What follows belongs to an exercise in optimizing a design on an open flow for small area; a production flow would make more cautious choices. Function was checked by simulation only, so behaviour that the tests miss may differ from the original. Power and IR drop assume default switching activity.

the previous run:
Design inc_cond_mppt, start of the top module:
module inc_cond_mppt (
    input wire clk,
    input wire reset,
    input wire start,
    input wire [15:0] voltage_in,
    input wire [15:0] current_in,
    output wire [15:0] duty_cycle,
    output reg mpp_found,
    output wire [15:0] power_out
);
    reg [7:0] duty_hi;    
    reg       duty_mid;   
    reg       duty_lo;    
    assign duty_cycle = {2'b00, duty_hi, {5{duty_mid}}, duty_lo};
    reg calc, upd;
    reg [15:0] v_prev, i_prev;
    always @(posedge clk) begin
        v_prev <= voltage_in;
        i_prev <= current_in;
    end
    wire [15:0] i_same = ~(current_in ^ i_prev);
    wire [15:0] v_same = ~(voltage_in ^ v_prev);
    wire i_eq = &i_same;
    wire [16:0] ic, vc;
    assign ic[0] = 1'b1;
    assign vc[0] = 1'b1;
    genvar q;
    generate for (q = 0; q < 16; q = q + 1) begin : g_cmp
        if (q % 2 == 0) begin : g_even
            assign ic[q+1] = ~(i_same[q] ? ic[q] : current_in[q]);
            assign vc[q+1] = ~(v_same[q] ? vc[q] : voltage_in[q]);
        end else begin : g_odd
            assign ic[q+1] = ~(i_same[q] ? ic[q] : i_prev[q]);
            assign vc[q+1] = ~(v_same[q] ? vc[q] : v_prev[q]);
        end
    end endgenerate
    wire i_ge = ic[16];
    wire v_ge = vc[16];
    wire up = ~(i_ge ^ v_ge);
    wire step = calc & ~i_eq;
    wire [7:0] m = ~(duty_hi ^ {8{up}});
    wire [8:0] t;
    assign t[0] = 1'b1;
    genvar k;
    generate for (k = 0; k < 8; k = k + 1) begin : g_t
        assign t[k+1] = t[k] & m[k];
    end endgenerate
    wire sat = t[8];                        
    wire lo_zero = (duty_hi == 8'd1) & ~duty_lo;  
    wire set_l = sat | (~up & lo_zero);
    always @(posedge clk or posedge reset) begin
        if (reset) begin
            calc <= 1'b0;
            upd <= 1'b0;
  ...
==> flow/config.mk <==
export PLATFORM = sky130hd
export DESIGN_NAME = inc_cond_mppt
export DESIGN_NICKNAME = inc_cond_mppt
export VERILOG_FILES = /design/flow/design.v
export SDC_FILE = /design/flow/constraint.sdc
export NUM_CORES = 4
export LEC_CHECK = 0
export CAP_MARGIN = 20
export CORE_MARGIN = 2
export CORE_UTILIZATION = 40
export SLEW_MARGIN = 20
==> flow/constraint.sdc <==
create_clock -name core_clock -period 10.0 [get_ports {clk}]
set_input_delay 2.0000 -clock core_clock [delete_from_list [all_inputs] [get_ports {clk}]]
set_output_delay 2.0000 -clock core_clock [all_outputs]
set_load 0.01 [all_outputs]
standard.sh (not shown) runs the stock make flow with config.mk's settings and CLKGATE_MAP_FILE= SYNTH_SCRIPT=/design/flow/synth_recipe.tcl, a recipe that flattens the netlist after the stock synthesis.
==> flow/flow/run.sh <==
#!/bin/bash
# Layout flow: the standard ORFS flow, except that
#  - the adder cells mfa/mha of the RTL are mapped straight onto the
#    sky130 full/half adder cells (map.py), and Yosys's own full-adder
#    extraction is off (the design's adders are already explicit),
#  - ABC uses an area-oriented mapping script (abc.script), except for the
#    3a adder of the multiplier (module a3add), which is kept apart until
#    after mapping and mapped for delay (abc_a3.script),
#  - port buffers use the smallest buffer cell.
# Each tool's output goes to a log in this folder (make.log, orfs/logs/).
set -euo pipefail
W=$(pwd)
F=$W/flow
python3 $F/map.py $W/design.v $W/design_mapped.v
sed "s#^\(\s*\)log_cmd abc {\*}\$abc_args#\1log_cmd abc {*}[lreplace \$abc_args 1 1 $F/abc.script] $FLOW_TOP\n\1log_cmd abc {*}[lreplace \$abc_args 1 1 $F/abc_a3.script] a3add#" \
  $FLOW_HOME/scripts/synth.tcl > $W/flow_synth.tcl
grep -q "abc_a3.script" $W/flow_synth.tcl
sed "s#source \$::env(SCRIPTS_DIR)/synth.tcl#source $W/flow_synth.tcl#" $W/synth_recipe.tcl > $W/flow_synth_recipe.tcl
grep -q "flow_synth.tcl" $W/flow_synth_recipe.tcl
sed "s#^export VERILOG_FILES = .*#export VERILOG_FILES = $W/design_mapped.v#" $W/config.mk > $W/flow_config.mk
source $F/settings.sh
make -C $FLOW_HOME DESIGN_CONFIG=$W/flow_config.mk WORK_HOME=$W/orfs CLKGATE_MAP_FILE= \
  SYNTH_SCRIPT=$W/flow_synth_recipe.tcl ADDER_MAP_FILE= SYNTH_KEEP_MODULES=a3add \
  "${MAKE_ARGS[@]}" finish > $W/make.log 2>&1
: # left out here: write the final layout as DEF
Other scripts of this flow, unchanged in this note and not shown: flow/flow/abc.script, flow/flow/abc_a3.script, flow/flow/map.py, flow/flow/place_pre.tcl, flow/flow/settings.sh
What the current run does differently from the previous run at the input level:
-- flow/design.v --
<<< the previous run, line 460
  mfa f130 (.a(s125), .b(c116), .c(s127), .s(s129), .co(c130));
  wire s131, c132;
  mfa f132 (.a(c118), .b(s129), .c(c120), .s(s131), .co(c132));
  wire s133, c134;
  mfa f134 (.a(bp7_6), .b(bp6_8), .c(bp5_10), .s(s133), .co(c134));
>>> the current run, line 460
  mfa f130 (.a(s125), .b(c116), .c(s127), .s(s129), .co(c130));
  wire s131, c132;
  assign s131 = ~(c118 ^ s129);
  assign c132 = c118 | s129;
  wire s133, c134;
  mfa f134 (.a(bp7_6), .b(bp6_8), .c(bp5_10), .s(s133), .co(c134));
<<< the previous run, line 490
  mfa f160 (.a(c148), .b(s157), .c(c150), .s(s159), .co(c160));
  wire x161 = (bp3_17 ^ bp4_15 ^ bp5_13 ^ bp6_11 ^ bp7_9 ^ c154 ^ c156 ^ c158 ^ c160);
  wire [23:0] rx = {x161, s159, s151, s141, s131, s119, c96, c84, s83, s71, s59, s49, s39, s31, c18, s17, c8, s7, c2, s1, bp1_1, bp1_0, bp0_1, bp0_0};
  wire [23:0] ry = {1'b1, c152, 1'b1, c132, 1'b1, 1'b1, s107, s95, c72, 1'b1, c50, 1'b1, c32, 1'b1, s23, 1'b1, s11, 1'b1, s3, 1'b1, bp0_3, bp0_2, 1'b1, 1'b1};
  wire [23:0] g0 = rx & ry;
  wire [23:0] p0 = rx ^ ry;
>>> the current run, line 491
  mfa f160 (.a(c148), .b(s157), .c(c150), .s(s159), .co(c160));
  wire x161 = (bp3_17 ^ bp4_15 ^ bp5_13 ^ bp6_11 ^ bp7_9 ^ c154 ^ c156 ^ c158 ^ c160);
  wire [23:0] rx = {x161, s159, s151, c132, s131, s119, c96, c84, s83, s71, s59, s49, s39, s31, c18, s17, c8, s7, c2, s1, bp1_1, bp1_0, bp0_1, bp0_0};
  wire [23:0] ry = {1'b1, c152, 1'b1, s141, c120, 1'b1, s107, s95, c72, 1'b1, c50, 1'b1, c32, 1'b1, s23, 1'b1, s11, 1'b1, s3, 1'b1, bp0_3, bp0_2, 1'b1, 1'b1};
  wire [23:0] g0 = rx & ry;
  wire [23:0] p0 = rx ^ ry;
[summary]
- The current run vs the previous run: area growth from synthesis to layout up
- Global-route wire length before repair ended up 1.1 mm lower on the current run than on the previous run.
- Of the current run and the previous run, the previous run shows the lower cell leakage power, with the current run above it.
- Per the comparison of the current run with the previous run, clock network power share decreased by 0.5 points relative to the old numbers; post-layout minimum cycle time increased by 0.040 ns relative to the old numbers.
- Going from the previous run to the current run, setup slack decreased by 0.040 ns relative to the old numbers, setup skew after layout now sits lower.
- The sequential share of layout area was comparable across the current run and the previous run.
- The current run reports its capture point of the worst path as power_out[15] while the previous run reports power_out[14].

what the ideal ports hide:
The results above use ideal ports. As a check the final layouts listed here were re-extracted and re-timed, cells and wires unchanged.
Step 1: set_driving_cell puts a clkbuf_16 on clk and a buf_2 on each other input, an assumption about the parent block.
Step 2 times the ports against the registers' clock, not the clock port: input delays grow and output delays shrink by t, the midpoint of the rising clock arrivals with the driver on.
Slacks: no drivers / after step 1 / after step 2; pairs: no drivers / after step 1.
run	shift t [ns]	setup slack, ns	worst setup path after step 2	worst slew at a driven data input, ns
the previous run	0.364	0.332 / 0.307 / 0.307	input to output	0.04
the current run	0.331	0.292 / 0.264 / 0.264	input to output	0.04
After both steps setup and hold are still met in every run listed. For the current run, which loses most, drivers alone change the setup slack by -0.028 ns; drivers and shift together by -0.028 ns.
